This design comes from an exercise in tuning for a short achievable clock period and few clock cycles per item on the open sky130 flow, not from production work.
In this exercise RTL edits were held to simulation tests only and were not proved equivalent to the original.
Power and IR drop assume default switching activity.

### constraint.sdc
create_clock -name core_clock -period 11.5 [get_ports {clk}]
set_input_delay 2.3000 -clock core_clock [delete_from_list [all_inputs] [get_ports {clk}]]
set_output_delay 2.3000 -clock core_clock [all_outputs]
set_load 0.01 [all_outputs]
### config.mk
export PLATFORM = sky130hd
export DESIGN_NAME = APRSC
export DESIGN_NICKNAME = APRSC
export VERILOG_FILES = /design/flow/design.v
export SDC_FILE = /design/flow/constraint.sdc
export NUM_CORES = 4
export LEC_CHECK = 0
export ABC_CLOCK_PERIOD_IN_PS = 4000
export CAP_MARGIN = 20
export CORE_MARGIN = 2
export CORE_UTILIZATION = 40
export SETUP_SLACK_MARGIN = 5
export SLEW_MARGIN = 20
export TNS_END_PERCENT = 100
### run.sh
#!/bin/bash
# synth_recipe.tcl (not shown) runs the flow's synth.tcl, then flattens the netlist and writes it again
# the make line also repeats each setting of config.mk as NAME=value (left out here)
make -C /OpenROAD-flow-scripts/flow DESIGN_CONFIG=/design/flow/config.mk WORK_HOME=/design/flow/orfs CLKGATE_MAP_FILE= SYNTH_SCRIPT=/design/flow/synth_recipe.tcl finish
### design.v
module ACCUM (
  input             reset,        
  input             clk,          
  input             clear,        
  input             scan_in0,     
  input             scan_in1,     
  input             scan_in2,     
  input             scan_in3,     
  input             scan_in4,     
  input             scan_enable,  
  input             test_mode,    
  input      [15:0] W,
  output reg [15:0] S,
  output            scan_out0,    
  output            scan_out1,    
  output            scan_out2,    
  output            scan_out3,    
  output            scan_out4     
);
  always@(posedge clk, posedge reset)begin
    if(reset)
      S <= 0;
    else if(clear)
      S <= 0;
    else
      S <= W + S;
  end
endmodule  
module FMULT_PRE (
input  [15:0]	AnBn,
input  [10:0]	SRnDQn,
output		S,		 
output [4:0]	EXP,		 
output [5:0]	AMANT,		 
output [5:0]	BMANT		 
);
wire [12:0]	AnBnMAG;
reg  [3:0]	AnBnEXP;
assign S = AnBn[15] ^ SRnDQn[10];
assign AnBnMAG = (AnBn[15]) ? (15'h4000 - {2'b00, AnBn[15:2]}) : (AnBn[15:2]);
always @(*) begin
	casez (AnBnMAG)
		13'b1????????????: AnBnEXP = 4'hD;
		13'b01???????????: AnBnEXP = 4'hC;
		13'b001??????????: AnBnEXP = 4'hB;
		13'b0001?????????: AnBnEXP = 4'hA;
		13'b00001????????: AnBnEXP = 4'h9;
		13'b000001???????: AnBnEXP = 4'h8;
		13'b0000001??????: AnBnEXP = 4'h7;
		13'b00000001?????: AnBnEXP = 4'h6;
		13'b000000001????: AnBnEXP = 4'h5;
		13'b0000000001???: AnBnEXP = 4'h4;
		13'b00000000001??: AnBnEXP = 4'h3;
		13'b000000000001?: AnBnEXP = 4'h2;
		13'b0000000000001: AnBnEXP = 4'h1;
		default:           AnBnEXP = 4'h0;
	endcase
end
wire [18:0] norm = {AnBnMAG, 6'b000000} >> AnBnEXP;
assign EXP   = AnBnEXP + SRnDQn[9:6];
assign AMANT = (AnBnMAG != 13'd0) ? norm[5:0] : 6'h20;
assign BMANT = SRnDQn[5:0];
endmodule  
module FMULT_POST (
input		S,
input  [4:0]	EXP,
input  [5:0]	AMANT,
input  [5:0]	BMANT,
output [15:0]	WAnWBn
);
wire [11:0] MANT = AMANT * BMANT + 12'h030;
wire [14:0] MAG  = (EXP < 27) ? ({MANT[11:4], 7'b0000000} >> (26 - EXP)) : ({MANT[11:4], 7'b0000000} << (EXP - 26));
assign WAnWBn = (S) ? (17'h10000 - {2'b00, MAG}) : (MAG);
endmodule  
module FMULT (
input  [15:0]	AnBn,
input  [10:0]	SRnDQn,
output [15:0]	WAnWBn
);
wire		S;
wire [4:0]	EXP;
wire [5:0]	AMANT, BMANT;
FMULT_PRE  PRE  (.AnBn(AnBn), .SRnDQn(SRnDQn), .S(S), .EXP(EXP), .AMANT(AMANT), .BMANT(BMANT));
FMULT_POST POST (.S(S), .EXP(EXP), .AMANT(AMANT), .BMANT(BMANT), .WAnWBn(WAnWBn));
endmodule  
module FMULT_ACCUM (
           reset,
           clk,
           start,
           scan_in0,
           scan_in1,
           scan_in2,
           scan_in3,
           scan_in4,
           scan_enable,
           test_mode,
           scan_out0,
           scan_out1,
           scan_out2,
           scan_out3,
           scan_out4,
           b1,b2,b3,b4,b5,b6,a1,a2,
           dq1,dq2,dq3,dq4,dq5,dq6,sr1,sr2,
           se,sez,
           done
           );
input
    reset,                       
    start,
    clk;
input[15:0] b1,b2,b3,b4,b5,b6,a1,a2;              
input[10:0] dq1,dq2,dq3,dq4,dq5,dq6,sr1,sr2;      
input
    scan_in0,                    
    scan_in1,                    
    scan_in2,                    
    scan_in3,                    
    scan_in4,                    
    scan_enable,                 
    test_mode;                   
output
    scan_out0,                   
    scan_out1,                   
    scan_out2,                   
    scan_out3,                   
    scan_out4;                   
output
    done;
reg [15:0] f1;                 
reg [10:0] f2;
reg [3:0]  in_sel;
wire[15:0] S;
wire[15:0] W;
output reg[14:0] sez,se;
reg clear,done;
FMULT FMULT_INST0(
           .AnBn(f1),
           .SRnDQn(f2),
           .WAnWBn(W)
);
ACCUM ACCUM_INST0(
	   .reset(reset),
           .clk(clk),
           .clear(clear),
           .scan_in0(),
           .scan_in1(),
           .scan_in2(),
           .scan_in3(),
           .scan_in4(),
           .scan_enable(scan_enable),
           .test_mode(test_mode),
           .W(W),
           .S(S),
           .scan_out0(),
           .scan_out1(),
           .scan_out2(),
           .scan_out3(),
           .scan_out4()
);
always @(posedge reset, posedge clk)
begin
	if(reset)
	begin
		f1<=16'h0000;
		f2<=11'h000;
		in_sel <= 4'h0;
		clear<=1'b1;
		done<=1'b0;
		sez<=15'h0000;
		se <=15'h0000;
	end
	else begin
		if (start) begin
			case (in_sel)
				4'h0: begin
					f1<=16'h0000;
					f2<=11'h000;
					in_sel<= in_sel + 1'b1;
					clear<=1'b0;
					done<=1'b0;
					sez<=15'h0000;
					se <=15'h0000;
				end
				4'h1: begin
					f1 <= b1;
					f2 <= dq1;
					in_sel<= in_sel + 1'b1;
					clear<=1'b0;
					done<=1'b0;
					sez<=15'h0000;
					se <=15'h0000;
				end 
				4'h2: begin
					f1 <= b2;
					f2 <= dq2;
					in_sel<= in_sel + 1'b1;
					clear<=1'b0;
					done<=1'b0;
					sez<=15'h0000;
					se <=15'h0000;
				end
				4'h3: begin
					f1 <= b3;
					f2 <= dq3;
					in_sel<= in_sel + 1'b1;
					clear<=1'b0;
					done<=1'b0;
					sez<=15'h0000;
					se <=15'h0000;
				end
				4'h4: begin
					f1 <= b4;
					f2 <= dq4;
					in_sel<= in_sel + 1'b1;
					clear<=1'b0;
					done<=1'b0;
					sez<=15'h0000;
					se <=15'h0000;
				end
				4'h5: begin
					f1 <= b5;
					f2 <= dq5;
					in_sel<= in_sel + 1'b1;
					clear<=1'b0;
					done<=1'b0;
					sez<=15'h0000;
					se <=15'h0000;
				end
				4'h6: begin
					f1 <= b6;
					f2 <= dq6;
					in_sel<= in_sel + 1'b1;
					clear<=1'b0;
					done<=1'b0;
					sez<=15'h0000;
					se <=15'h0000;
				end
				4'h7: begin
					f1 <= a1;
					f2 <= sr1;
					sez <= 15'h0000;
					se <=15'h0000;
					in_sel<= in_sel + 1'b1;
					clear<=1'b0;
					done<=1'b0;
				end
				4'h8: begin
					f1 <= a2;
					f2 <= sr2;
					in_sel<= in_sel + 1'b1;
					clear<=1'b0;
					done<=1'b0;
					sez[14:0]<=S[15:1];
					se <=15'h0000;
				end
				4'h9: begin
					f1 <= 16'h0000;
					f2 <= 11'h000;
					in_sel<= in_sel + 1'b1;
					clear<=1'b0;
					done<=1'b0;
					sez<=sez;
					se <=15'h0000;
				end
				default: begin
					f1<=16'h0000;
					f2<=11'h000;
					se[14:0]<=S[15:1];
					sez<=sez;
					in_sel<=1'b0;
					clear<=1'b1;
					done<=1'b1;
				end
			endcase  
		end  
	end  
end  
endmodule
module ADDB (
           reset,
           clk,
           scan_in0,
           scan_in1,
           scan_in2,
           scan_in3,
           scan_in4,
           scan_enable,
           test_mode,
           scan_out0,
           scan_out1,
           scan_out2,
           scan_out3,
           scan_out4,
	   DQ,
	   SE,
	   SR
	   );
input
    reset,                       
    clk;                         
input
    scan_in0,                    
    scan_in1,                    
    scan_in2,                    
    scan_in3,                    
    scan_in4,                    
    scan_enable,                 
    test_mode;                   
output
    scan_out0,                   
    scan_out1,                   
    scan_out2,                   
    scan_out3,                   
    scan_out4;                   
input [15:0]
	DQ;
input [14:0]	
	SE;
output wire [15:0]
	SR;
wire
	DQS,
	SES;
wire [15:0] 
	DQI,
	SEI;
assign DQS	= DQ[15];									 
assign DQI	= (DQS == 1'b0)	?	DQ	:	(65536 - ({1'b0,DQ[14:0]}))	;	 
assign SES	= SE[14];									 
assign SEI	= (SES == 1'b0)	?	SE	:	(32768 + SE)	;			 
assign SR	= (DQI + SEI);									 
endmodule  
module ADDC (
           reset,
           clk,
           scan_in0,
           scan_in1,
           scan_in2,
           scan_in3,
           scan_in4,
           scan_enable,
           test_mode,
           scan_out0,
           scan_out1,
           scan_out2,
           scan_out3,
           scan_out4,
           DQ,
           SEZ,
           PK0,
           SIGPK           
       );
input
    reset,                       
    clk;                         
input
    scan_in0,                    
    scan_in1,                    
    scan_in2,                    
    scan_in3,                    
    scan_in4,                    
    scan_enable,                 
    test_mode;                   
output
    scan_out0,                   
    scan_out1,                   
    scan_out2,                   
    scan_out3,                   
    scan_out4;                   
input [15:0]
	DQ;
input [14:0]
	SEZ;
output wire
	PK0,
	SIGPK;
wire
	DQS,
	SEZS;
wire [15:0] 
	DQI,
	DQSEZ,
	SEZI;
assign	DQS	=	DQ[15];							 
assign	DQI	=	(DQS == 0)?	DQ	:	(65536 - (DQ & 32767));	 
assign	SEZS	=	SEZ[14];						 
assign	SEZI	=	(SEZS == 0)?	SEZ	:	((32768) + SEZ);	 
assign	DQSEZ	=	(DQI + SEZI);						 
assign	PK0	=	DQSEZ[15]; 						 
assign	SIGPK	=	(DQSEZ == 0);						 
endmodule  
module FLOATA (
           reset,
           clk,
           scan_in0,
           scan_in1,
           scan_in2,
           scan_in3,
           scan_in4,
           scan_enable,
           test_mode,
           scan_out0,
           scan_out1,
           scan_out2,
           scan_out3,
           scan_out4,
	   DQ,
	   DQ0
       );
input
    reset,                       
    clk;                         
input
    scan_in0,                    
    scan_in1,                    
    scan_in2,                    
    scan_in3,                    
    scan_in4,                    
    scan_enable,                 
    test_mode;                   
output
    scan_out0,                   
    scan_out1,                   
    scan_out2,                   
    scan_out3,                   
    scan_out4;                   
input [15:0] 
	DQ;
output wire [10:0] 
	DQ0;
wire
	DQS;
wire [14:0]
	MAG;
reg [3:0]
	EXP;
wire [5:0]
	MANT;
assign	DQS = DQ[15];
assign	MAG = (DQ & 32767);
always@ (MAG) begin
	casez (MAG)	
		15'b1??????????????:
			begin
				EXP <= 15;
			end
		15'b01?????????????:
			begin
				EXP <= 14;
			end
		15'b001????????????:
			begin
				EXP <= 13;
			end
		15'b0001???????????:
			begin
				EXP <= 12;
			end
		15'b00001??????????:
			begin
				EXP <= 11;
			end
		15'b000001?????????:
			begin
				EXP <= 10;
			end
		15'b0000001????????:
			begin
				EXP <= 9;
			end
		15'b00000001???????:
			begin
				EXP <= 8;
			end
		15'b000000001??????:
			begin
				EXP <= 7;
			end
		15'b0000000001?????:
			begin
				EXP <= 6;
			end
		15'b00000000001????:
			begin
				EXP <= 5;
			end
		15'b000000000001???:
			begin
				EXP <= 4;
			end
		15'b0000000000001??:
			begin
				EXP <= 3;
			end
		15'b00000000000001?:
			begin
				EXP <= 2;
			end
		15'b000000000000001:
			begin
				EXP <= 1;
			end
		default:
			begin
				EXP <= 0;
			end
	endcase
end
assign MANT = (MAG == 0)?32:(({MAG,6'b000000})>>EXP);
assign	DQ0 = ({DQS,EXP,MANT});
endmodule  
module FLOATB (
           reset,
           clk,
           scan_in0,
           scan_in1,
           scan_in2,
           scan_in3,
           scan_in4,
           scan_enable,
           test_mode,
           scan_out0,
           scan_out1,
           scan_out2,
           scan_out3,
           scan_out4,
	   SR,
	   SR0
       );
input
    reset,                       
    clk;                         
input
    scan_in0,                    
    scan_in1,                    
    scan_in2,                    
    scan_in3,                    
    scan_in4,                    
    scan_enable,                 
    test_mode;                   
output
    scan_out0,                   
    scan_out1,                   
    scan_out2,                   
    scan_out3,                   
    scan_out4;                   
input [15:0] 
	SR;
output wire [10:0] 
	SR0;
wire 
	SRS;
wire [14:0]
	MAG;
reg [3:0]
	EXP;
wire [5:0]
	MANT;
assign SRS = SR[15];
assign MAG = (SRS == 0)?SR:((65536-SR) & 32767);
always@ (MAG) begin
	casez (MAG)	
		15'b1??????????????:
			begin
				EXP <= 15;
			end
		15'b01?????????????:
			begin
				EXP <= 14;
			end
		15'b001????????????:
			begin
				EXP <= 13;
			end
		15'b0001???????????:
			begin
				EXP <= 12;
			end
		15'b00001??????????:
			begin
				EXP <= 11;
			end
		15'b000001?????????:
			begin
				EXP <= 10;
			end
		15'b0000001????????:
			begin
				EXP <= 9;
			end
		15'b00000001???????:
			begin
				EXP <= 8;
			end
		15'b000000001??????:
			begin
				EXP <= 7;
			end
		15'b0000000001?????:
			begin
				EXP <= 6;
			end
		15'b00000000001????:
			begin
				EXP <= 5;
			end
		15'b000000000001???:
			begin
				EXP <= 4;
			end
		15'b0000000000001??:
			begin
				EXP <= 3;
			end
		15'b00000000000001?:
			begin
				EXP <= 2;
			end
		15'b000000000000001:
			begin
				EXP <= 1;
			end
		default:
			begin
				EXP <= 0;
			end
	endcase
end
assign MANT = (MAG == 0)?32:({MAG,6'b000000}>>EXP);
assign SR0 = ({SRS,EXP,MANT});
endmodule  
module UPA1 (
	input     reset,
	input     clk,
	input     scan_in0,
	input     scan_in1,
	input     scan_in2,
	input     scan_in3,
	input     scan_in4,
	input     scan_enable,
	input     test_mode,
	output    scan_out0,
	output    scan_out1,
	output    scan_out2,
	output    scan_out3,
	output    scan_out4,
	input     PK0,
	input     PK1,
	input     [15:0]A1,
	input     SIGPK,
	output    [15:0]A1T
);
   reg           [15:0] UGA1;
   wire          PKS,A1S;
   wire          [15:0] ULA1;
   wire          [15:0] UA1;
assign PKS = PK0^PK1;
always @(*) begin
	if ( (!PKS) && (!SIGPK))
		UGA1<= 192;
	else if ( (PKS) && (!SIGPK))
		UGA1<= 65344;
	else 
		UGA1<=0;
end
assign A1S=A1[15];
assign ULA1= A1S ? (65536-({8'h00, A1[15:8]} + 65280)) : (65536-{8'h00, A1[15:8]});
assign UA1=(UGA1+ULA1);
assign A1T=(A1+UA1);
endmodule  
module UPA2 (
input               reset,          
input               clk,            
input               test_mode,      
input               scan_enable,    
input               scan_in0,      
input               scan_in1,       
input               scan_in2,      
input               scan_in3,      
input               scan_in4,       
output              scan_out0,      
output              scan_out1,      
output              scan_out2,      
output              scan_out3,      
output              scan_out4,      
input          PK0,            
input          PK1,            
input          PK2,           
input [15:0]   A1,                
input [15:0]   A2,                
input          SIGPK,            
output [15:0]  A2T                
       );
wire        PKS1;
wire        PKS2;
wire [16:0] UGA2A;
wire        A1S;
reg  [16:0] FA1;
wire [16:0] FA;
wire [16:0] UGA2B;
wire        UGA2S;
wire [15:0] UGA2;
wire        A2S;
wire [15:0] ULA2;
wire [15:0] UA2;
wire [15:0] a;
assign PKS1 = PK0 ^ PK1;
assign PKS2 = PK0 ^ PK2; 
assign UGA2A = PKS2 ? 114688 : 16384;
assign A1S = A1[15];  
always @(*) begin
	if (!A1S)
		FA1 <= (A1<=8191)?{A1[14:0], 2'b00}:(32764);
	else
		FA1 <= (A1>=57345)? {A1[14:0], 2'b00}: (98308);
end 
assign FA= PKS1 ? FA1 : (131072-FA1);
assign UGA2B =(UGA2A+FA);
assign UGA2S =UGA2B[16];
assign a = UGA2S ? {6'b000000, UGA2B[16:7]}+64512 : {6'b000000, UGA2B[16:7]} ;
assign UGA2 = SIGPK ? 0 : a ;         
assign A2S=A2[15]; 
assign ULA2= A2S ? (65536-({7'b0000000,A2[15:7]}+65024)) : (65536-{7'b0000000,A2[15:7]});
assign UA2 =(UGA2+ULA2);
assign A2T = (A2 + UA2);
endmodule  
module UPB (
input			reset,
input			clk,
input	[1:0]		rate_in,
input			Un,
input [15:0]	DQn,
input [15:0]	Bn,
input			scan_in0,
input			scan_in1,
input			scan_in2,
input			scan_in3,
input			scan_in4,
input			scan_enable,
input			test_mode,
output		scan_out0,
output		scan_out1,
output		scan_out2,
output		scan_out3,
output		scan_out4,
output reg [15:0] BnP
	);
wire [15:0] DQnMAG;	 
wire 		BnS;		 
wire [15:0] UBn;
reg [15:0] UGBn;		 
reg [15:0] ULBn;		 
assign DQnMAG = {1'b0, DQn[14:0]};	 
assign BnS = Bn[15];	 
always @(*) begin
	if (DQnMAG == 16'h0000) begin
		UGBn <= 16'h0000;		 
	end else if (Un) begin
		UGBn <= 16'hFF80;		 
	end else begin
		UGBn <= 16'h0080;		 
	end
end
always @(*) begin
	if (rate_in == 2'b00) begin
		if (BnS) begin
			ULBn <= 17'h10000 - ({9'h1FF, Bn[15:9]});
		end else begin
			ULBn <= 17'h10000 - ({9'h000, Bn[15:9]});
		end
	end else begin
		if (BnS) begin
			ULBn <= 17'h10000 - ({8'hFF, Bn[15:8]});
		end else begin
			ULBn <= 17'h10000 - ({8'h00, Bn[15:8]});
		end
	end
end
assign UBn = UGBn + ULBn;
always @(*) begin
	BnP <= Bn + UBn;
end
endmodule  
module LIMC (
           reset,
           clk,
           scan_in0,
           scan_in1,
           scan_in2,
           scan_in3,
           scan_in4,
           scan_enable,
           test_mode,
           scan_out0,
           scan_out1,
           scan_out2,
           scan_out3,
           scan_out4,
           A2T,
           A2P
       );
input
    reset,                       
    clk;                         
input
    scan_in0,                    
    scan_in1,                    
    scan_in2,                    
    scan_in3,                    
    scan_in4,                    
    scan_enable,                 
    test_mode;                   
output
    scan_out0,                   
    scan_out1,                   
    scan_out2,                   
    scan_out3,                   
    scan_out4;                   
input [15:0] A2T;
output reg [15:0] A2P;
 reg [15:0] A2UL;
 reg [15:0] A2LL;
always@(A2T)begin
                A2UL  = 16'h3000;                     
                A2LL  = 16'hD000;                     
		if ((16'h8000 <= A2T) && (A2T <= A2LL)) begin        
                A2P = A2LL;
                end
                else if ((A2UL <= A2T) && (A2T <= 16'h7FFF)) begin        
                A2P = A2UL;
                end 
                else begin
                A2P = A2T;
                end
end
endmodule                
module LIMD (
           reset,
           clk,
           scan_in0,
           scan_in1,
           scan_in2,
           scan_in3,
           scan_in4,
           scan_enable,
           test_mode,
           scan_out0,
           scan_out1,
           scan_out2,
           scan_out3,
           scan_out4,
           A1T,
           A2P,
           A1P
       );
input
    reset,                       
    clk;                         
input
    scan_in0,                    
    scan_in1,                    
    scan_in2,                    
    scan_in3,                    
    scan_in4,                    
    scan_enable,                 
    test_mode;                   
output
    scan_out0,                   
    scan_out1,                   
    scan_out2,                   
    scan_out3,                   
    scan_out4;                   
input [15:0]
	A1T;
input [15:0]
	A2P;
output reg [15:0]
       A1P;
 reg [15:0] A1UL;
 reg [15:0] A1LL;
 reg [15:0] OME;
always @(A1T,A2P)begin
                OME   = 16'd15360;
                A1UL  = (OME + 65536 - A2P);                     
                A1LL  = (A2P + 65536 - OME); 
                if ( 32768 <= A1T && A1T <= A1LL) begin        
                A1P = A1LL;
                end 
                else if ( A1UL <= A1T && A1T <= 32767) begin        
                A1P = A1UL;
                end 
                else begin
                A1P = A1T;
                end
end 
endmodule  
module TRIGB (
           reset,
           clk,
           scan_in0,
           scan_in1,
           scan_in2,
           scan_in3,
           scan_in4,
           scan_enable,
           test_mode,
           scan_out0,
           scan_out1,
           scan_out2,
           scan_out3,
           scan_out4,
           TR,
           AnP,
           AnR
       );
input
    reset,                       
    clk;                         
input
    scan_in0,                    
    scan_in1,                    
    scan_in2,                    
    scan_in3,                    
    scan_in4,                    
    scan_enable,                 
    test_mode,                   
    TR;
input [15:0] AnP;
output
    scan_out0,                   
    scan_out1,                   
    scan_out2,                   
    scan_out3,                   
    scan_out4;                   
output [15:0] AnR;
reg [15:0] AnR;
always @ (AnP, TR) begin
	if ( TR == 0) begin
		AnR = AnP;                    
	end else begin
		AnR = 0;                      
	end
end
endmodule  
module XOR (
           reset,
           clk,
           scan_in0,
           scan_in1,
           scan_in2,
           scan_in3,
           scan_in4,
           scan_enable,
           test_mode,
           scan_out0,
           scan_out1,
           scan_out2,
           scan_out3,
           scan_out4,
           DQn,
           DQ,
           Un
       );
input
    reset,                       
    clk;                         
input
    scan_in0,                    
    scan_in1,                    
    scan_in2,                    
    scan_in3,                    
    scan_in4,                    
    scan_enable,                 
    test_mode;                   
input [15:0] DQ;
input [10:0] DQn;
output
    scan_out0,                   
    scan_out1,                   
    scan_out2,                   
    scan_out3,                   
    scan_out4,                   
    Un;
reg DQS;
reg DQnS;
reg Un;
always @ (DQn, DQ) begin
	DQS = DQ [15];        
	DQnS = DQn [10];      
	Un = DQS ^ DQnS;      
end
endmodule  
module DELAY #(
  parameter SIZE   = 16,   
  parameter RSTVAL = 0     
)(
  input                 reset,        
  input                 clk,          
  input                 en,           
  input  [SIZE-1:0]     X,            
  output reg [SIZE-1:0] Y,            
  output [SIZE-1:0]     T             
);
  localparam [SIZE-1:0] RV = RSTVAL;
  reg [31*SIZE-1:0] R;  
  assign T = R[30*SIZE +: SIZE];
  always@(posedge clk, posedge reset) begin
    if(reset) begin  
      Y <= RV;
      R <= {31{RV}};
    end
    else if(en) begin  
      Y <= R[30*SIZE +: SIZE];
      R <= {R[0 +: 30*SIZE], X};
    end
  end
endmodule
module APRSC (
	input             reset,       
	input             clk,         
	input      [31:0] i_wb_adr,    
	input      [3:0]  i_wb_sel,    
	input             i_wb_we,     
	output reg [31:0] o_wb_dat,    
	input      [31:0] i_wb_dat,    
	input             i_wb_cyc,    
	input             i_wb_stb,    
	output            o_wb_ack,    
	output            o_wb_err     
);
localparam APRSC_TR   = 16'h0000;
localparam APRSC_DQ   = 16'h0004;
localparam APRSC_REQ  = 16'h0008;
localparam APRSC_RATE = 16'h000C;
localparam APRSC_A2P  = 16'h0010;
localparam APRSC_SE   = 16'h0014;
localparam APRSC_ACK  = 16'h0018;
localparam APRSC_SR   = 16'h001C;
wire wb_req   = i_wb_stb & i_wb_cyc;
wire wb_write = wb_req & i_wb_we;
wire wb_read  = wb_req & ~i_wb_we;
assign o_wb_err = 1'b0;
assign o_wb_ack = wb_req;
reg         shift;                        
wire        pk1, pk2, pk1n, pk2n;
wire [10:0] sr1, sr2, sr1n, sr2n;
wire [10:0] dq1, dq2, dq3, dq4, dq5, dq6;
wire [10:0] dq1n, dq2n, dq3n, dq4n, dq5n, dq6n;
wire [15:0] a1, a2, a1n, a2n;
wire [15:0] b1, b2, b3, b4, b5, b6;
wire [15:0] b1n, b2n, b3n, b4n, b5n, b6n;
reg         u_pk0;
reg  [10:0] u_sr0, u_dq0;
reg  [15:0] u_a1r, u_a2r;
reg  [15:0] u_b1r, u_b2r, u_b3r, u_b4r, u_b5r, u_b6r;
DELAY #(.SIZE(1),  .RSTVAL(0))  DELAY_PK0 (.reset(reset), .clk(clk), .en(shift), .X(u_pk0), .Y(pk1), .T(pk1n));
DELAY #(.SIZE(1),  .RSTVAL(0))  DELAY_PK1 (.reset(reset), .clk(clk), .en(shift), .X(pk1),   .Y(pk2), .T(pk2n));
DELAY #(.SIZE(11), .RSTVAL(32)) DELAY_SR0 (.reset(reset), .clk(clk), .en(shift), .X(u_sr0), .Y(sr1), .T(sr1n));
DELAY #(.SIZE(11), .RSTVAL(32)) DELAY_SR1 (.reset(reset), .clk(clk), .en(shift), .X(sr1),   .Y(sr2), .T(sr2n));
DELAY #(.SIZE(11), .RSTVAL(32)) DELAY_DQ0 (.reset(reset), .clk(clk), .en(shift), .X(u_dq0), .Y(dq1), .T(dq1n));
DELAY #(.SIZE(11), .RSTVAL(32)) DELAY_DQ1 (.reset(reset), .clk(clk), .en(shift), .X(dq1),   .Y(dq2), .T(dq2n));
DELAY #(.SIZE(11), .RSTVAL(32)) DELAY_DQ2 (.reset(reset), .clk(clk), .en(shift), .X(dq2),   .Y(dq3), .T(dq3n));
DELAY #(.SIZE(11), .RSTVAL(32)) DELAY_DQ3 (.reset(reset), .clk(clk), .en(shift), .X(dq3),   .Y(dq4), .T(dq4n));
DELAY #(.SIZE(11), .RSTVAL(32)) DELAY_DQ4 (.reset(reset), .clk(clk), .en(shift), .X(dq4),   .Y(dq5), .T(dq5n));
DELAY #(.SIZE(11), .RSTVAL(32)) DELAY_DQ5 (.reset(reset), .clk(clk), .en(shift), .X(dq5),   .Y(dq6), .T(dq6n));
DELAY #(.SIZE(16), .RSTVAL(0))  DELAY_A1R (.reset(reset), .clk(clk), .en(shift), .X(u_a1r), .Y(a1),  .T(a1n));
DELAY #(.SIZE(16), .RSTVAL(0))  DELAY_A2R (.reset(reset), .clk(clk), .en(shift), .X(u_a2r), .Y(a2),  .T(a2n));
DELAY #(.SIZE(16), .RSTVAL(0))  DELAY_B1R (.reset(reset), .clk(clk), .en(shift), .X(u_b1r), .Y(b1),  .T(b1n));
DELAY #(.SIZE(16), .RSTVAL(0))  DELAY_B2R (.reset(reset), .clk(clk), .en(shift), .X(u_b2r), .Y(b2),  .T(b2n));
DELAY #(.SIZE(16), .RSTVAL(0))  DELAY_B3R (.reset(reset), .clk(clk), .en(shift), .X(u_b3r), .Y(b3),  .T(b3n));
DELAY #(.SIZE(16), .RSTVAL(0))  DELAY_B4R (.reset(reset), .clk(clk), .en(shift), .X(u_b4r), .Y(b4),  .T(b4n));
DELAY #(.SIZE(16), .RSTVAL(0))  DELAY_B5R (.reset(reset), .clk(clk), .en(shift), .X(u_b5r), .Y(b5),  .T(b5n));
DELAY #(.SIZE(16), .RSTVAL(0))  DELAY_B6R (.reset(reset), .clk(clk), .en(shift), .X(u_b6r), .Y(b6),  .T(b6n));
wire [7:0]  m_s;
wire [39:0] m_exp;
wire [47:0] m_am, m_bm;
reg  [7:0]  p1_s;
reg  [39:0] p1_exp;
reg  [47:0] p1_am, p1_bm;
FMULT_PRE PRE1 (.AnBn(b1n), .SRnDQn(dq1n), .S(m_s[0]), .EXP(m_exp[ 0 +: 5]), .AMANT(m_am[ 0 +: 6]), .BMANT(m_bm[ 0 +: 6]));
FMULT_PRE PRE2 (.AnBn(b2n), .SRnDQn(dq2n), .S(m_s[1]), .EXP(m_exp[ 5 +: 5]), .AMANT(m_am[ 6 +: 6]), .BMANT(m_bm[ 6 +: 6]));
FMULT_PRE PRE3 (.AnBn(b3n), .SRnDQn(dq3n), .S(m_s[2]), .EXP(m_exp[10 +: 5]), .AMANT(m_am[12 +: 6]), .BMANT(m_bm[12 +: 6]));
FMULT_PRE PRE4 (.AnBn(b4n), .SRnDQn(dq4n), .S(m_s[3]), .EXP(m_exp[15 +: 5]), .AMANT(m_am[18 +: 6]), .BMANT(m_bm[18 +: 6]));
FMULT_PRE PRE5 (.AnBn(b5n), .SRnDQn(dq5n), .S(m_s[4]), .EXP(m_exp[20 +: 5]), .AMANT(m_am[24 +: 6]), .BMANT(m_bm[24 +: 6]));
FMULT_PRE PRE6 (.AnBn(b6n), .SRnDQn(dq6n), .S(m_s[5]), .EXP(m_exp[25 +: 5]), .AMANT(m_am[30 +: 6]), .BMANT(m_bm[30 +: 6]));
FMULT_PRE PRE7 (.AnBn(a1n), .SRnDQn(sr1n), .S(m_s[6]), .EXP(m_exp[30 +: 5]), .AMANT(m_am[36 +: 6]), .BMANT(m_bm[36 +: 6]));
FMULT_PRE PRE8 (.AnBn(a2n), .SRnDQn(sr2n), .S(m_s[7]), .EXP(m_exp[35 +: 5]), .AMANT(m_am[42 +: 6]), .BMANT(m_bm[42 +: 6]));
wire [15:0] a2t_c0, a2t_c1, a2t_cz, a2p_c0, a2p_c1, a2p_cz;
wire [15:0] a1t_c0, a1t_c1, a1t_cz;
reg  [15:0] p1_a2p_c0, p1_a2p_c1, p1_a2p_cz;
reg  [15:0] p1_a1t_c0, p1_a1t_c1, p1_a1t_cz;
UPA2 UPA2_C0 (.reset(reset), .clk(clk), .test_mode(1'b0), .SIGPK(1'b0), .PK0(1'b0), .PK1(pk1n), .PK2(pk2n), .A1(a1n), .A2(a2n), .A2T(a2t_c0));
UPA2 UPA2_C1 (.reset(reset), .clk(clk), .test_mode(1'b0), .SIGPK(1'b0), .PK0(1'b1), .PK1(pk1n), .PK2(pk2n), .A1(a1n), .A2(a2n), .A2T(a2t_c1));
UPA2 UPA2_CZ (.reset(reset), .clk(clk), .test_mode(1'b0), .SIGPK(1'b1), .PK0(1'b0), .PK1(pk1n), .PK2(pk2n), .A1(a1n), .A2(a2n), .A2T(a2t_cz));
LIMC LIMC_C0 (.reset(reset), .clk(clk), .test_mode(1'b0), .A2T(a2t_c0), .A2P(a2p_c0));
LIMC LIMC_C1 (.reset(reset), .clk(clk), .test_mode(1'b0), .A2T(a2t_c1), .A2P(a2p_c1));
LIMC LIMC_CZ (.reset(reset), .clk(clk), .test_mode(1'b0), .A2T(a2t_cz), .A2P(a2p_cz));
UPA1 UPA1_C0 (.reset(reset), .clk(clk), .test_mode(1'b0), .SIGPK(1'b0), .PK0(1'b0), .PK1(pk1n), .A1(a1n), .A1T(a1t_c0));
UPA1 UPA1_C1 (.reset(reset), .clk(clk), .test_mode(1'b0), .SIGPK(1'b0), .PK0(1'b1), .PK1(pk1n), .A1(a1n), .A1T(a1t_c1));
UPA1 UPA1_CZ (.reset(reset), .clk(clk), .test_mode(1'b0), .SIGPK(1'b1), .PK0(1'b0), .PK1(pk1n), .A1(a1n), .A1T(a1t_cz));
always @(posedge clk or posedge reset) begin
	if (reset) begin
		p1_s      <= 8'h00;
		p1_exp    <= 40'h0;
		p1_am     <= 48'h0;
		p1_bm     <= 48'h0;
		p1_a2p_c0 <= 16'h0000;
		p1_a2p_c1 <= 16'h0000;
		p1_a2p_cz <= 16'h0000;
		p1_a1t_c0 <= 16'h0000;
		p1_a1t_c1 <= 16'h0000;
		p1_a1t_cz <= 16'h0000;
	end else begin
		p1_s      <= m_s;
		p1_exp    <= m_exp;
		p1_am     <= m_am;
		p1_bm     <= m_bm;
		p1_a2p_c0 <= a2p_c0;
		p1_a2p_c1 <= a2p_c1;
		p1_a2p_cz <= a2p_cz;
		p1_a1t_c0 <= a1t_c0;
		p1_a1t_c1 <= a1t_c1;
		p1_a1t_cz <= a1t_cz;
	end
end
wire [127:0] w;
wire [15:0]  a1p_c0, a1p_c1, a1p_cz;
reg  [127:0] p2_w;
reg  [15:0]  p2_a2p_c0, p2_a2p_c1, p2_a2p_cz;
reg  [15:0]  p2_a1p_c0, p2_a1p_c1, p2_a1p_cz;
genvar gi;
generate
	for (gi = 0; gi < 8; gi = gi + 1) begin : g_post
		FMULT_POST POST (.S(p1_s[gi]), .EXP(p1_exp[5*gi +: 5]), .AMANT(p1_am[6*gi +: 6]),
		                 .BMANT(p1_bm[6*gi +: 6]), .WAnWBn(w[16*gi +: 16]));
	end
endgenerate
LIMD LIMD_C0 (.reset(reset), .clk(clk), .test_mode(1'b0), .A1T(p1_a1t_c0), .A2P(p1_a2p_c0), .A1P(a1p_c0));
LIMD LIMD_C1 (.reset(reset), .clk(clk), .test_mode(1'b0), .A1T(p1_a1t_c1), .A2P(p1_a2p_c1), .A1P(a1p_c1));
LIMD LIMD_CZ (.reset(reset), .clk(clk), .test_mode(1'b0), .A1T(p1_a1t_cz), .A2P(p1_a2p_cz), .A1P(a1p_cz));
always @(posedge clk or posedge reset) begin
	if (reset) begin
		p2_w      <= 128'h0;
		p2_a2p_c0 <= 16'h0000;
		p2_a2p_c1 <= 16'h0000;
		p2_a2p_cz <= 16'h0000;
		p2_a1p_c0 <= 16'h0000;
		p2_a1p_c1 <= 16'h0000;
		p2_a1p_cz <= 16'h0000;
	end else begin
		p2_w      <= w;
		p2_a2p_c0 <= p1_a2p_c0;
		p2_a2p_c1 <= p1_a2p_c1;
		p2_a2p_cz <= p1_a2p_cz;
		p2_a1p_c0 <= a1p_c0;
		p2_a1p_c1 <= a1p_c1;
		p2_a1p_cz <= a1p_cz;
	end
end
wire [15:0] sum_z = p2_w[0 +: 16] + p2_w[16 +: 16] + p2_w[32 +: 16]
                  + p2_w[48 +: 16] + p2_w[64 +: 16] + p2_w[80 +: 16];
wire [15:0] sum_p = p2_w[96 +: 16] + p2_w[112 +: 16];
wire [15:0] sum_a = sum_z + sum_p;
reg [14:0] se, sez;
reg [15:0] a2p_c0_q, a2p_c1_q, a2p_cz_q;
reg [15:0] a1p_c0_q, a1p_c1_q, a1p_cz_q;
always @(posedge clk or posedge reset) begin
	if (reset) begin
		se       <= 15'h0000;
		sez      <= 15'h0000;
		a2p_c0_q <= 16'h0080;
		a2p_c1_q <= 16'hFF80;
		a2p_cz_q <= 16'h0000;
		a1p_c0_q <= 16'h00C0;
		a1p_c1_q <= 16'hFF40;
		a1p_cz_q <= 16'h0000;
	end else if (shift) begin
		se       <= sum_a[15:1];
		sez      <= sum_z[15:1];
		a2p_c0_q <= p2_a2p_c0;
		a2p_c1_q <= p2_a2p_c1;
		a2p_cz_q <= p2_a2p_cz;
		a1p_c0_q <= p2_a1p_c0;
		a1p_c1_q <= p2_a1p_c1;
		a1p_cz_q <= p2_a1p_cz;
	end
end
reg [15:0] dq;
reg        tr;
reg [1:0]  rate_in;
reg        ack;         
reg [15:0] sr_q;        
reg        pk0_q, sigpk_q;
reg [15:0] a2p_q;       
wire [15:0] sr_w;
wire        pk0_w, sigpk_w;
ADDB ADDB_INST0 (.reset(reset), .clk(clk), .test_mode(1'b0), .DQ(i_wb_dat[15:0]), .SE(se), .SR(sr_w));
ADDC ADDC_INST0 (.reset(reset), .clk(clk), .test_mode(1'b0), .DQ(i_wb_dat[15:0]), .SEZ(sez), .PK0(pk0_w), .SIGPK(sigpk_w));
wire [15:0] a2p_w = sigpk_w ? a2p_cz_q : (pk0_w ? a2p_c1_q : a2p_c0_q);
wire wr_tr   = wb_write & (i_wb_adr[15:0] == APRSC_TR);
wire wr_dq   = wb_write & (i_wb_adr[15:0] == APRSC_DQ);
wire wr_req  = wb_write & (i_wb_adr[15:0] == APRSC_REQ);
wire wr_rate = wb_write & (i_wb_adr[15:0] == APRSC_RATE);
wire rd_a2p  = wb_read  & (i_wb_adr[15:0] == APRSC_A2P);
always @(posedge clk or posedge reset) begin
	if (reset) begin
		dq      <= 16'h0000;
		tr      <= 1'b0;
		rate_in <= 2'b00;
		ack     <= 1'b0;
		sr_q    <= 16'h0000;
		pk0_q   <= 1'b0;
		sigpk_q <= 1'b1;
		a2p_q   <= 16'h0000;
		shift   <= 1'b0;
	end else begin
		if (wr_tr)   tr      <= i_wb_dat[0];
		if (wr_rate) rate_in <= i_wb_dat[1:0];
		if (wr_dq) begin
			dq      <= i_wb_dat[15:0];
			sr_q    <= sr_w;
			pk0_q   <= pk0_w;
			sigpk_q <= sigpk_w;
			a2p_q   <= a2p_w;
		end
		if (wr_req & i_wb_dat[0]) ack <= 1'b1;
		else if (shift)           ack <= 1'b0;
		shift <= rd_a2p;
	end
end
wire [15:0] b1p, b2p, b3p, b4p, b5p, b6p;
wire [15:0] b1r, b2r, b3r, b4r, b5r, b6r;
wire        u1, u2, u3, u4, u5, u6;
wire [10:0] dq0, sr0;
wire [15:0] a1p = sigpk_q ? a1p_cz_q : (pk0_q ? a1p_c1_q : a1p_c0_q);
FLOATA FLOATA_INST0 (.reset(reset), .clk(clk), .test_mode(1'b0), .DQ(dq), .DQ0(dq0));
FLOATB FLOATB_INST0 (.reset(reset), .clk(clk), .test_mode(1'b0), .SR(sr_q), .SR0(sr0));
XOR XOR_INST0 (.reset(reset), .clk(clk), .test_mode(1'b0), .DQn(dq1), .DQ(dq), .Un(u1));
XOR XOR_INST1 (.reset(reset), .clk(clk), .test_mode(1'b0), .DQn(dq2), .DQ(dq), .Un(u2));
XOR XOR_INST2 (.reset(reset), .clk(clk), .test_mode(1'b0), .DQn(dq3), .DQ(dq), .Un(u3));
XOR XOR_INST3 (.reset(reset), .clk(clk), .test_mode(1'b0), .DQn(dq4), .DQ(dq), .Un(u4));
XOR XOR_INST4 (.reset(reset), .clk(clk), .test_mode(1'b0), .DQn(dq5), .DQ(dq), .Un(u5));
XOR XOR_INST5 (.reset(reset), .clk(clk), .test_mode(1'b0), .DQn(dq6), .DQ(dq), .Un(u6));
UPB UPB_INST0 (.reset(reset), .clk(clk), .test_mode(1'b0), .DQn(dq), .Un(u1), .rate_in(rate_in), .Bn(b1), .BnP(b1p));
UPB UPB_INST1 (.reset(reset), .clk(clk), .test_mode(1'b0), .DQn(dq), .Un(u2), .rate_in(rate_in), .Bn(b2), .BnP(b2p));
UPB UPB_INST2 (.reset(reset), .clk(clk), .test_mode(1'b0), .DQn(dq), .Un(u3), .rate_in(rate_in), .Bn(b3), .BnP(b3p));
UPB UPB_INST3 (.reset(reset), .clk(clk), .test_mode(1'b0), .DQn(dq), .Un(u4), .rate_in(rate_in), .Bn(b4), .BnP(b4p));
UPB UPB_INST4 (.reset(reset), .clk(clk), .test_mode(1'b0), .DQn(dq), .Un(u5), .rate_in(rate_in), .Bn(b5), .BnP(b5p));
UPB UPB_INST5 (.reset(reset), .clk(clk), .test_mode(1'b0), .DQn(dq), .Un(u6), .rate_in(rate_in), .Bn(b6), .BnP(b6p));
TRIGB TRIGB_B1P (.reset(reset), .clk(clk), .test_mode(1'b0), .AnP(b1p), .TR(tr), .AnR(b1r));
TRIGB TRIGB_B2P (.reset(reset), .clk(clk), .test_mode(1'b0), .AnP(b2p), .TR(tr), .AnR(b2r));
TRIGB TRIGB_B3P (.reset(reset), .clk(clk), .test_mode(1'b0), .AnP(b3p), .TR(tr), .AnR(b3r));
TRIGB TRIGB_B4P (.reset(reset), .clk(clk), .test_mode(1'b0), .AnP(b4p), .TR(tr), .AnR(b4r));
TRIGB TRIGB_B5P (.reset(reset), .clk(clk), .test_mode(1'b0), .AnP(b5p), .TR(tr), .AnR(b5r));
TRIGB TRIGB_B6P (.reset(reset), .clk(clk), .test_mode(1'b0), .AnP(b6p), .TR(tr), .AnR(b6r));
always @(posedge clk or posedge reset) begin
	if (reset) begin
		u_pk0 <= 1'b0;
		u_sr0 <= 11'd32;
		u_dq0 <= 11'd32;
		u_a1r <= 16'h0000;
		u_a2r <= 16'h0000;
		u_b1r <= 16'h0000;
		u_b2r <= 16'h0000;
		u_b3r <= 16'h0000;
		u_b4r <= 16'h0000;
		u_b5r <= 16'h0000;
		u_b6r <= 16'h0000;
	end else begin
		u_pk0 <= pk0_q;
		u_sr0 <= sr0;
		u_dq0 <= dq0;
		u_a1r <= tr ? 16'h0000 : a1p;
		u_a2r <= tr ? 16'h0000 : a2p_q;
		u_b1r <= b1r;
		u_b2r <= b2r;
		u_b3r <= b3r;
		u_b4r <= b4r;
		u_b5r <= b5r;
		u_b6r <= b6r;
	end
end
always @(*) begin
	case (i_wb_adr[15:0])
		APRSC_ACK:	o_wb_dat = {31'h0000_0000, ack};
		APRSC_A2P:	o_wb_dat = {16'h0000, a2p_q};
		APRSC_SE:	o_wb_dat = {17'h00000, se};
		APRSC_SR:	o_wb_dat = {16'h0000, sr_q};
		default:	o_wb_dat = 32'hdead_beef;
	endcase
end
endmodule  
==> impl_results.html, run 1 <==
<table>
<tr><th>Metric</th><th>Value</th></tr>
<tr><th colspan="2">CTS</th></tr>
<tr><td>CTS sink cnt</td><td>7709</td></tr>
<tr><td>CTS root buf</td><td>clkbuf_16</td></tr>
<tr><td>Number of CTS-inserted buffers</td><td>791</td></tr>
<tr><td>Hold_buf cts</td><td>0</td></tr>
<tr><td>Buffer levels on the longest clock path</td><td>4</td></tr>
<tr><td>H-Tree Level Count</td><td>6</td></tr>
<tr><td>Clock insertion delay at the later pin of the skew report</td><td>1.21 ns</td></tr>
<tr><td>CTS tree</td><td>built</td></tr>
<tr><td>Clk pin slew, worst setup/hold paths</td><td>roughly 0.06 ns</td></tr>
<tr><th colspan="2">Finish</th></tr>
<tr><td>Nets@finish</td><td>approximately 24000</td></tr>
<tr><td>Final-layout fill cell count</td><td>73430</td></tr>
<tr><td>Share of post-route cells with drive strength above 1</td><td>0.3788</td></tr>
<tr><td>Area added between synthesis and finish</td><td>12.49%</td></tr>
<tr><td>Final design instance area without fill</td><td>roughly 370000 µm²</td></tr>
<tr><td>Total area of multi-input combinational cells</td><td>130900 µm²</td></tr>
<tr><td>Sequential cell area in the final layout</td><td>just under 200000 µm²</td></tr>
<tr><th colspan="2">Timing</th></tr>
<tr><td>Final Hold Fails</td><td>0</td></tr>
<tr><td>Slew at the pin closest to its max-slew limit</td><td>approximately 1.2 ns</td></tr>
<tr><td>Sum of negative setup slack</td><td>0 ns</td></tr>
<tr><td>RSZ-0062 raised after global routing</td><td>yes</td></tr>
<tr><td>Maximum operating frequency</td><td>155.4 MHz</td></tr>
<tr><td>Final setup fails</td><td>0</td></tr>
<tr><td>Max-slew headroom</td><td>0.1627</td></tr>
<tr><td>Number of max-slew violations in the final report</td><td>0</td></tr>
<tr><td>Worst Skew</td><td>approximately 0.14 ns</td></tr>
<tr><td>Minimum setup slack in the final design</td><td>5.067 ns</td></tr>
<tr><td>Shortest clock period the worst path allows after layout</td><td>6.433 ns</td></tr>
<tr><td>Portion of the clock cycle consumed by the worst path in the final layout</td><td>0.5594</td></tr>
<tr><th colspan="2">Routing</th></tr>
<tr><td>DRT iter0 DRCs</td><td>10390</td></tr>
<tr><td>Iteration count of the initial detailed-routing pass</td><td>6</td></tr>
<tr><td>Final antenna-violating net count</td><td>0</td></tr>
<tr><td>Final wirelength</td><td>633400 µm</td></tr>
<tr><td>Vias per Instance</td><td>5.059</td></tr>
<tr><td>Vias</td><td>177200</td></tr>
<tr><td>Wire length per cell after detailed routing</td><td>18.08 µm</td></tr>
<tr><td>Residual DRC count</td><td>0</td></tr>
<tr><th colspan="2">Logic synthesis</th></tr>
<tr><td>Fraction of registers with async set or reset after synthesis</td><td>1.000</td></tr>
<tr><td>Combined area of all synthesized cells</td><td>~330000 µm²</td></tr>
<tr><td>Distinct cells, synth</td><td>106</td></tr>
<tr><td>Fraction of post-synthesis cell area in the top cell type by area</td><td>0.5622</td></tr>
<tr><td>Synthesis warning total</td><td>14</td></tr>
<tr><td>Cell type with the highest aggregate area in the netlist</td><td>dfrtp_1</td></tr>
<tr><td>Synthesized instance count</td><td>around 23000</td></tr>
<tr><td>Dominant cells by area after synthesis</td><td>dfrtp_1 56%, mux2_2 24%, ha_1 2.5%, dfstp_2 2.2%, fa_1 2.1%</td></tr>
<tr><td>Most common flop cell mapped by yosys</td><td>dfrtp_1</td></tr>
<tr><td>Count of flip-flops with a built-in enable after synthesis</td><td>0</td></tr>
<tr><td>Portion of the post-synthesis area used by sequential elements</td><td>0.5843</td></tr>
<tr><td>Avg Synthesized Cell Area</td><td>14.12 µm²</td></tr>
<tr><td>#FFs+latches synth</td><td>7709</td></tr>
<tr><th colspan="2">Die</th></tr>
<tr><td>Placement row count</td><td>334</td></tr>
<tr><td>Core region area</td><td>between 800000 and 900000 µm²</td></tr>
<tr><td>Overall die area</td><td>around 830000 µm²</td></tr>
<tr><td>Die extent in x</td><td>913.3 µm</td></tr>
<tr><td>Effective utilization at floorplan</td><td>0.4005</td></tr>
<tr><td>I/O pins</td><td>107</td></tr>
<tr><td>Die Y</td><td>913.3 µm</td></tr>
<tr><th colspan="2">Global route</th></tr>
<tr><td>Largest net degree at the start of global routing</td><td>198</td></tr>
<tr><td>Number of antenna violations at the first check in global routing</td><td>42</td></tr>
<tr><td>Wire length of the first global-routing pass</td><td>1039000 µm</td></tr>
<tr><td>Number of global-route vias before repair</td><td>183100</td></tr>
<tr><td>Total congestion overflow after global routing</td><td>0</td></tr>
<tr><td>All-Layer GR Usage</td><td>0.1502</td></tr>
<tr><th colspan="2">Pwr</th></tr>
<tr><td>Leakage Power</td><td>184.9 nW</td></tr>
<tr><td>Portion of total power attributed to combinational logic</td><td>0.012</td></tr>
<tr><td>Total power divided by cell area</td><td>146.0 nW/µm²</td></tr>
<tr><td>Cell-internal power</td><td>around 0.043 W</td></tr>
<tr><td>Net Switching</td><td>0.01152 W</td></tr>
<tr><td>Power share of the clock group</td><td>0.489</td></tr>
<tr><td>Switching part of the total</td><td>0.2120</td></tr>
<tr><td>Largest vdd supply drop</td><td>0.0001622 V</td></tr>
<tr><td>Sequential group share of total power</td><td>0.500</td></tr>
<tr><th colspan="2">Critical path</th></tr>
<tr><td>Critical path's most frequent cell</td><td>buf_4</td></tr>
<tr><td>List of cells traversed by the critical path</td><td>clkdlybuf4s50_1 &gt; nor4_2 &gt; nand4_1 &gt; nor2_4 &gt; clkinvlp_4 &gt; buf_4 &gt; buf_4 &gt; dlygate4sd2_1</td></tr>
<tr><td>Category of the most critical setup path</td><td>in2out</td></tr>
<tr><td>Largest incremental delay on the critical path</td><td>0.41 ns</td></tr>
<tr><td>Data arrival time of the critical path</td><td>4.13 ns</td></tr>
<tr><td>Depth of the most critical reg-to-reg path</td><td>26</td></tr>
<tr><td>R2R Setup Slk</td><td>5.25 ns</td></tr>
<tr><td>Startpoint type of the worst setup path</td><td>input pin</td></tr>
<tr><td>Number of buffers and inverters on the critical path</td><td>5</td></tr>
<tr><td>Reg2Reg Launch Point</td><td>p2_w[1]</td></tr>
<tr><td>Worst reg2reg path endpoint</td><td>se[14]</td></tr>
<tr><td>CP max FO</td><td>11</td></tr>
<tr><td>Slowest CP cell</td><td>clkdlybuf4s50_1</td></tr>
<tr><td>Top delay family on crit path</td><td>buffers and inverters</td></tr>
<tr><td>Required time of the worst setup path</td><td>9.20 ns</td></tr>
<tr><td>Category of the worst setup path capture point</td><td>output pin</td></tr>
<tr><th colspan="2">Run status</th></tr>
<tr><td>Result of the run</td><td>timing/DRC/antenna clean</td></tr>
<tr><th colspan="2">Place</th></tr>
<tr><td>Number of input and output port buffers inserted</td><td>64</td></tr>
<tr><td>Detail Placement HPWL</td><td>422000 µm</td></tr>
<tr><td>Final RePlAce weighted congestion</td><td>0.8367</td></tr>
<tr><td>Dpl ws</td><td>3.876 ns</td></tr>
<tr><td>Cell area after placement</td><td>343400 µm²</td></tr>
<tr><th colspan="2">Worst hold path</th></tr>
<tr><td>Tightest Hold Check Type</td><td>reg2reg</td></tr>
<tr><td>HP Start</td><td>DELAY_DQ5.R[332]</td></tr>
<tr><td>WHS Endpoint</td><td>p1_bm[32]</td></tr>
<tr><td>Hold-critical path depth</td><td>0</td></tr>
<tr><th colspan="2">Flow run</th></tr>
<tr><td>Max-Cap Viols</td><td>0</td></tr>
</table>
## flip-flops by register name (all words and copies together), names as in the netlist, 496 cells and up
signal / count
DELAY_A1R.R: 496
DELAY_A2R.R: 496
DELAY_B1R.R: 496
DELAY_B2R.R: 496
DELAY_B3R.R: 496
DELAY_B4R.R: 496
DELAY_B5R.R: 496
DELAY_B6R.R: 496
## cell usage after synthesis (21+ instances only)
cell          n
inv_1       791
nand4_1      67
clkbuf_1   1076
a31oi_1     106
nor3_1      237
o31ai_1      88
a22oi_1      32
xnor2_1     428
nor4_1       67
nor3b_1      41
o211ai_1     88
nor2_1      597
o21a_1       86
mux2_2     7023
o21bai_1     38
o2bb2ai_1    23
a211oi_1     78
fa_1        340
a21oi_1     395
a211o_1      41
o221ai_1     27
buf_1        24
a221oi_1     27
o32ai_1      21
or3_1        78
a221o_1      34
or4_1        29
or2_2        51
o22ai_1      54
dfrtp_1    7431
dfstp_2     278
nand2_1     756
and2_1      267
mux2i_1     211
a32oi_1      22
o41ai_1      34
nor2b_1     132
nand2b_1     89
nand3_1     189
a21boi_0     34
xor2_1      216
and3_1       65
a21o_1      102
ha_1        665
o21ai_0     561
## per-layer routing
metal,global-route usage,share of wire,up-vias,routed length [µm]
li1,-,-,83090,-
met1,0.2271,0.50,91000,315900
met2,0.2304,0.44,2202,280800
met3,0.01798,0.032,942,19990
met4,0.03872,0.026,0,16740
met5,0,0,-,0
## worst max-delay path by stage
stage / slack [ns] / start / depth (start not counted) / endpoint
2_1_floorplan: -98.20 / reset / 1 / DELAY_A1R.R[0]
3_3_place_gp: 3.88 / DELAY_A1R.R[482] / 27 / p1_a2p_c1[3]
3_5_place_dp: 3.88 / DELAY_A1R.R[482] / 27 / p1_a2p_c1[1]
4_1_cts: 4.94 / i_wb_adr[1] / 7 / o_wb_dat[8]
5_1_grt: 4.93 / DELAY_A1R.R[482] / 27 / p1_a2p_c0[12]
6_report: 5.07 / i_wb_adr[11] / 8 / o_wb_dat[23]
## stage by stage
stage	power [W]	util	hold WS, ns	instances
floorplan	0.02851	-	0.3501	23430
global placement	0.02830	0.4158	0.3604	33510
detailed placement	0.02831	0.4158	0.3618	33520
CTS	0.05525	0.4497	0.3750	34990
global route	0.05649	0.4505	0.3901	35010
finish	0.05432	0.4505	0.3684	35030
## logic make-up (layout without fill, tap and decap cells)
family	count (synthesis)	in the layout	share of synthesized area
DFF	7709	7709	0.5843
xor gates and xnor gates	644	644	0.01705
AOI/OAI and AO/OA	2120	2120	0.04267
other	2	35	0.00002271
adders and majority gates	1007	1007	0.04580
and+or+nand+nor	2760	2760	0.04144
muxes	7249	7249	0.2465
buffers and inverters	1930	2590	0.02216
## power by group through the flow
stage | Sequential, W | Clock [W] | Combinational [W]
2_1_floorplan | 0.0281 | 0 | 0.000438
3_3_place_gp | 0.0276 | 0 | 0.000672
3_5_place_dp | 0.0276 | 0 | 0.000685
4_1_cts | 0.0271 | 0.0274 | 0.000685
5_1_grt | 0.0271 | 0.0286 | 0.000770
6_report | 0.0271 | 0.0265 | 0.000635
## cells in the final DEF (no fill, tap or decap), types with 88 or more instances in the layout
| master | instances |
|---|---|
| a21o_1 | 102 |
| clkbuf_16 | 800 |
| dfrtp_1 | 7426 |
| a21oi_1 | 387 |
| xor2_1 | 214 |
| nor3_1 | 229 |
| xnor2_1 | 417 |
| nand3_1 | 187 |
| nor2_1 | 591 |
| nand2_1 | 755 |
| fa_1 | 336 |
| ha_1 | 659 |
| o21ai_0 | 552 |
| mux2i_1 | 204 |
| mux2_2 | 7023 |
| clkbuf_1 | 152 |
| buf_4 | 180 |
| inv_1 | 782 |
| o211ai_1 | 88 |
| nand2b_1 | 89 |
| a31oi_1 | 100 |
| clkbuf_8 | 201 |
| nor2b_1 | 131 |
| clkinv_2 | 142 |
| and2_1 | 266 |
| dfstp_2 | 278 |
## cell type report
cell class	count	share of cell area
Timing Repair Buffer	319	0.009191
Sequential cell	7709	0.5195
Clock buffer	1153	0.06278
Antenna cell	27	0.0001816
Multi-Input combinational cell	13790	0.3517
Clock inverter	311	0.01173
Inverter	807	0.008196
Tap cell	10920	0.03672
## repair_timing
| action | in CTS | in global routing |
|---|---|---|
| endpoints found under the setup margin | 77 | 153 |
| pin swaps | 9 | 31 |
| buffers inserted | 13 | 13 |
| resized for setup | 73 | 100 |
Testbench counts, summed over its fixed seeds: cycles 36,864, samples 4,096.
==> inputs of run 2 (changes only) <==
==> flow/run.sh (new file) <==
#!/bin/bash
# Standard layout, with plain buffers (not delay cells) on the ports and
# resizing not limited to the same cell footprint, so that the port-to-port
# read path can be sped up.
set -euo pipefail
bash standard.sh \
  MATCH_CELL_FOOTPRINT=0 \
  "BUFFER_PORTS_ARGS=-buffer_cell sky130_fd_sc_hd__buf_4" \
  SETUP_SLACK_MARGIN=6.5 \
  ABC_CLOCK_PERIOD_IN_PS=4000 \
  TNS_END_PERCENT=100 \
  finish > standard_flow.log 2>&1
==> standard.sh (new file) <==
#!/bin/bash
# synth_recipe.tcl (not shown) runs the flow's synth.tcl, then flattens the netlist and writes it again
# the make line also repeats each setting of config.mk as NAME=value (left out here)
make -C /OpenROAD-flow-scripts/flow DESIGN_CONFIG=/design/flow/config.mk WORK_HOME=/design/flow/orfs CLKGATE_MAP_FILE= SYNTH_SCRIPT=/design/flow/synth_recipe.tcl "${@:-finish}"
--- a/config.mk
+++ b/config.mk
@@ -7,3 +7,2 @@
 export LEC_CHECK = 0
-export ABC_CLOCK_PERIOD_IN_PS = 4000
 export CAP_MARGIN = 20
@@ -11,4 +10,2 @@
 export CORE_UTILIZATION = 40
-export SETUP_SLACK_MARGIN = 5
 export SLEW_MARGIN = 20
-export TNS_END_PERCENT = 100
removed: run.sh
==> impl_results.html, run 2 <==
<table>
<tr><th>Metric</th><th>Value</th></tr>
<tr><th colspan="2">Logic synthesis</th></tr>
<tr><td>Portion of the post-synthesis area used by sequential elements</td><td>0.5843 (unchanged)</td></tr>
<tr><td>Distinct cells, synth</td><td>106 (unchanged)</td></tr>
<tr><td>Fraction of post-synthesis cell area in the top cell type by area</td><td>0.5622 (unchanged)</td></tr>
<tr><td>Cell type with the highest aggregate area in the netlist</td><td>dfrtp_1</td></tr>
<tr><td>Most common library cells after synthesis</td><td>7431 x dfrtp_1, 7023 x mux2_2, 1076 x clkbuf_1</td></tr>
<tr><td>Combined area of all synthesized cells</td><td>330700 µm² (unchanged)</td></tr>
<tr><td>Synthesis warning total</td><td>14 (unchanged)</td></tr>
<tr><td>Dominant cells by area after synthesis</td><td>dfrtp_1 56%, mux2_2 24%, ha_1 2.5%, dfstp_2 2.2%, fa_1 2.1%</td></tr>
<tr><td>Most common flop cell mapped by yosys</td><td>dfrtp_1</td></tr>
<tr><td>Most frequently used cell type in the post-synthesis netlist</td><td>dfrtp_1</td></tr>
<tr><td>Fraction of registers with async set or reset after synthesis</td><td>1.000 (unchanged)</td></tr>
<tr><td>Count of flip-flops with a built-in enable after synthesis</td><td>0 (unchanged)</td></tr>
<tr><td>Synthesized instance count</td><td>23420 (unchanged)</td></tr>
<tr><td>#FFs+latches synth</td><td>7709 (unchanged)</td></tr>
<tr><td>Avg Synthesized Cell Area</td><td>14.12 µm² (unchanged)</td></tr>
<tr><th colspan="2">Global route</th></tr>
<tr><td>Number of antenna violations at the first check in global routing</td><td>44 (+4.8%)</td></tr>
<tr><td>Wire length of the first global-routing pass</td><td>1051000 µm (+1.2%)</td></tr>
<tr><td>All-Layer GR Usage</td><td>0.1521 (+0.001820)</td></tr>
<tr><td>Number of global-route vias before repair</td><td>186000 (+1.6%)</td></tr>
<tr><td>Total congestion overflow after global routing</td><td>0 (unchanged)</td></tr>
<tr><td>Largest net degree at the start of global routing</td><td>210 (+6.1%)</td></tr>
<tr><th colspan="2">Timing</th></tr>
<tr><td>Final Hold Slack</td><td>0.3711 ns (+0.002754 ns)</td></tr>
<tr><td>Final setup fails</td><td>0 (unchanged)</td></tr>
<tr><td>Maximum operating frequency</td><td>165.9 MHz (+6.7%)</td></tr>
<tr><td>RSZ-0062 raised after global routing</td><td>yes</td></tr>
<tr><td>Sum of negative setup slack</td><td>0 ns (unchanged)</td></tr>
<tr><td>Portion of the clock cycle consumed by the worst path in the final layout</td><td>0.5241 (-0.03527)</td></tr>
<tr><td>Max-slew headroom</td><td>0.1663 (+0.003603)</td></tr>
<tr><td>Shortest clock period the worst path allows after layout</td><td>6.028 ns (-0.4056 ns)</td></tr>
<tr><td>Number of max-slew violations in the final report</td><td>0 (unchanged)</td></tr>
<tr><td>Worst Skew</td><td>0.09879 ns (-0.04123 ns)</td></tr>
<tr><td>Slew at the pin closest to its max-slew limit</td><td>1.250 ns (+0.004185 ns)</td></tr>
<tr><td>Final Hold Fails</td><td>0 (unchanged)</td></tr>
<tr><td>Minimum setup slack in the final design</td><td>5.472 ns (+0.4056 ns)</td></tr>
<tr><th colspan="2">Worst hold path</th></tr>
<tr><td>HP Start</td><td>DELAY_DQ5.R[331]</td></tr>
<tr><td>Hold-critical path depth</td><td>0 (unchanged)</td></tr>
<tr><td>Tightest Hold Check Type</td><td>reg2reg</td></tr>
<tr><td>WHS Endpoint</td><td>p1_bm[31]</td></tr>
<tr><th colspan="2">Finish</th></tr>
<tr><td>Nets@finish</td><td>24920 (+1.8%)</td></tr>
<tr><td>Area added between synthesis and finish</td><td>15.14%</td></tr>
<tr><td>Final core utilization</td><td>0.4612 (+0.01062)</td></tr>
<tr><td>Share of post-route cells with drive strength above 1</td><td>0.4218 (+0.04295)</td></tr>
<tr><td>Final-layout fill cell count</td><td>72410 (-1.4%)</td></tr>
<tr><td>Most frequent cells in the layout</td><td>7376 x dfrtp_1, 7017 x mux2_2, 797 x clkbuf_16</td></tr>
<tr><td>Most frequent standard cell in the layout excluding fill and tap cells</td><td>dfrtp_1</td></tr>
<tr><th colspan="2">Run status</th></tr>
<tr><td>Result of the run</td><td>timing/DRC/antenna clean</td></tr>
<tr><th colspan="2">Place</th></tr>
<tr><td>Detail Placement HPWL</td><td>421000 µm (-0.26%)</td></tr>
<tr><td>Dpl ws</td><td>3.629 ns (-0.2470 ns)</td></tr>
<tr><td>Number of input and output port buffers inserted</td><td>64 (unchanged)</td></tr>
<tr><td>Final RePlAce weighted congestion</td><td>0.8269 (-1.2%)</td></tr>
<tr><th colspan="2">Die</th></tr>
<tr><td>Die Y</td><td>913.3 µm (unchanged)</td></tr>
<tr><td>Overall die area</td><td>834100 µm² (unchanged)</td></tr>
<tr><td>Effective utilization at floorplan</td><td>0.4005 (unchanged)</td></tr>
<tr><td>I/O pins</td><td>107 (unchanged)</td></tr>
<tr><td>Die extent in x</td><td>913.3 µm (unchanged)</td></tr>
<tr><td>Core region area</td><td>825800 µm² (unchanged)</td></tr>
<tr><td>Placement row count</td><td>334 (unchanged)</td></tr>
<tr><th colspan="2">CTS</th></tr>
<tr><td>CTS tree</td><td>built</td></tr>
<tr><td>Clock insertion delay at the later pin of the skew report</td><td>1.16 ns (-0.05 ns)</td></tr>
<tr><td>Hold_buf cts</td><td>0 (unchanged)</td></tr>
<tr><td>CTS root buf</td><td>clkbuf_16</td></tr>
<tr><td>H-Tree Level Count</td><td>6 (unchanged)</td></tr>
<tr><td>Number of CTS-inserted buffers</td><td>793 (+0.25%)</td></tr>
<tr><td>CTS sink cnt</td><td>7709 (unchanged)</td></tr>
<tr><td>Buffer levels on the longest clock path</td><td>4 (unchanged)</td></tr>
<tr><td>Clk pin slew, worst setup/hold paths</td><td>0.06 ns (about the same)</td></tr>
<tr><th colspan="2">Pwr</th></tr>
<tr><td>Cell-internal power</td><td>0.04260 W (-0.47%)</td></tr>
<tr><td>Leakage Power</td><td>188.1 nW (+1.8%)</td></tr>
<tr><td>Net Switching</td><td>0.01154 W (+0.23%)</td></tr>
<tr><td>Total power divided by cell area</td><td>142.2 nW/µm² (-2.6%)</td></tr>
<tr><td>Switching part of the total</td><td>0.2132 (+0.001172)</td></tr>
<tr><td>Portion of total power attributed to combinational logic</td><td>0.012 (about the same)</td></tr>
<tr><td>Power after layout</td><td>0.05414 W (-0.32%)</td></tr>
<tr><td>Power share of the clock group</td><td>0.487 (-0.002)</td></tr>
<tr><td>Largest vdd supply drop</td><td>0.0001561 V (-3.8%)</td></tr>
<tr><td>Sequential group share of total power</td><td>0.501 (about the same)</td></tr>
<tr><th colspan="2">Routing</th></tr>
<tr><td>Final antenna-violating net count</td><td>0 (unchanged)</td></tr>
<tr><td>Iteration count of the initial detailed-routing pass</td><td>5 (-1)</td></tr>
<tr><td>Vias</td><td>179300 (+1.2%)</td></tr>
<tr><td>Residual DRC count</td><td>0 (unchanged)</td></tr>
<tr><td>Wire length per cell after detailed routing</td><td>18.13 µm (+0.26%)</td></tr>
<tr><td>DRT iter0 DRCs</td><td>10020 (-3.6%)</td></tr>
<tr><td>Vias per Instance</td><td>5.055 (about the same)</td></tr>
<tr><td>Final wirelength</td><td>643000 µm (+1.5%)</td></tr>
<tr><th colspan="2">Critical path</th></tr>
<tr><td>Category of the worst setup path capture point</td><td>flop</td></tr>
<tr><td>Category of the most critical setup path</td><td>reg2reg</td></tr>
<tr><td>Required time of the worst setup path</td><td>12.52 ns (+3.32 ns)</td></tr>
<tr><td>Startpoint type of the worst setup path</td><td>flop</td></tr>
<tr><td>Worst reg2reg path endpoint</td><td>se[14]</td></tr>
<tr><td>Depth of the most critical reg-to-reg path</td><td>26 (unchanged)</td></tr>
<tr><td>CP max FO</td><td>4 (-7)</td></tr>
<tr><td>Data arrival time of the critical path</td><td>7.05 ns (+2.92 ns)</td></tr>
<tr><td>R2R Setup Slk</td><td>5.47 ns (+0.22 ns)</td></tr>
<tr><td>Reg2Reg Launch Point</td><td>p2_w[34]</td></tr>
<tr><th colspan="2">Flow run</th></tr>
<tr><td>Max-Cap Viols</td><td>0 (unchanged)</td></tr>
</table>
## run 2: cell counts after synthesis
No cell type changed its count.
## run 2: critical path, cell delays in order (launching register included)
cell      delay, ns
dfrtp_1        0.39
fa_1           0.64
inv_2          0.07
fa_1           0.45
fa_1           0.51
inv_2          0.05
ha_4           0.15
fa_2           0.33
a21o_1         0.18
a21oi_2        0.16
buf_4          0.12
buf_4          0.09
buf_4          0.09
buf_4          0.09
buf_4          0.10
buf_6          0.10
xnor2_4        0.15
fa_1           0.51
ha_4           0.20
or3_4          0.38
o211ai_1       0.28
a31oi_2        0.16
a21o_1         0.21
a21oi_2        0.12
xnor2_1        0.14
xnor2_1        0.14
mux2i_1        0.09
## run 2: cell families after synthesis
kind of cell               share of synthesized area
muxes                                         0.2465
and+or+nand+nor                              0.04144
AOI/OAI and AO/OA                            0.04267
other                                     0.00002271
adders and majority gates                    0.04580
buffers and inverters                        0.02216
xor gates and xnor gates                     0.01705
DFF                                           0.5843
## run 2: final cells by class
class                   count  area, µm²  share of cell area
multi-input cells       13790     136200              0.3576
clock buffers            1141      22830             0.05996
diodes                     32      80.08           0.0002103
clock inverters           326       4542             0.01193
well taps               10920      13660             0.03588
flip-flops and latches   7709     193300              0.5077
repair buffers            745       7084             0.01860
inverters                 807       3085            0.008102
## run 2: metal layers
metal / part of all wire / wire [µm] / vias up / track usage
met4: 0.029 / 18950 / 0 / 0.04203
li1: - / - / 83890 / -
met5: 0 / 0 / - / 0
met1: 0.50 / 319500 / 92180 / 0.2296
met3: 0.033 / 20990 / 1012 / 0.01887
met2: 0.44 / 283600 / 2203 / 0.2316
## run 2: power groups by stage
stage               clock [W]  combinational [W]  sequential [W]
finish                 0.0264           0.000652          0.0271
floorplan                   0           0.000438          0.0281
CTS                    0.0273           0.000691          0.0271
detailed placement          0           0.000683          0.0276
global placement            0           0.000668          0.0276
global route           0.0284           0.000787          0.0271
## run 2: stage by stage
stage / cell area [µm²] / std cells
finish: 380800 / 35470
detailed placement: 343100 / 33520
global route: 380700 / 35440
floorplan: 330800 / 23430
CTS: 377300 / 35290
global placement: 343100 / 33520
## run 2: repair_timing
item,4_1_cts,5_1_grt
endpoints found under the hold margin,0,0
resized for setup,941,444
setup buffers,299,144
endpoints found under the setup margin,292,307
pin swaps,428,311
cloned,6,0
## run 2: how the worst max path moves through the flow
stage	start	end	depth (start not counted)
floorplan	reset	DELAY_A1R.R[0]	1
global placement	DELAY_A1R.R[482]	p1_a2p_c1[1]	27
detailed placement	DELAY_A1R.R[482]	p1_a2p_c1[1]	27
CTS	p2_w[34]	se[14]	26
global route	p2_w[34]	se[14]	26
finish	p2_w[34]	se[14]	26

Re-timed with assumed drivers on the ports (clkbuf_16 on the clock, buf_2 on other inputs), run 2 has 5.454 ns of setup slack against 5.472 ns with ideal ports, and 5.440 ns once port delays also move by the mid clock arrival of 1.244 ns.
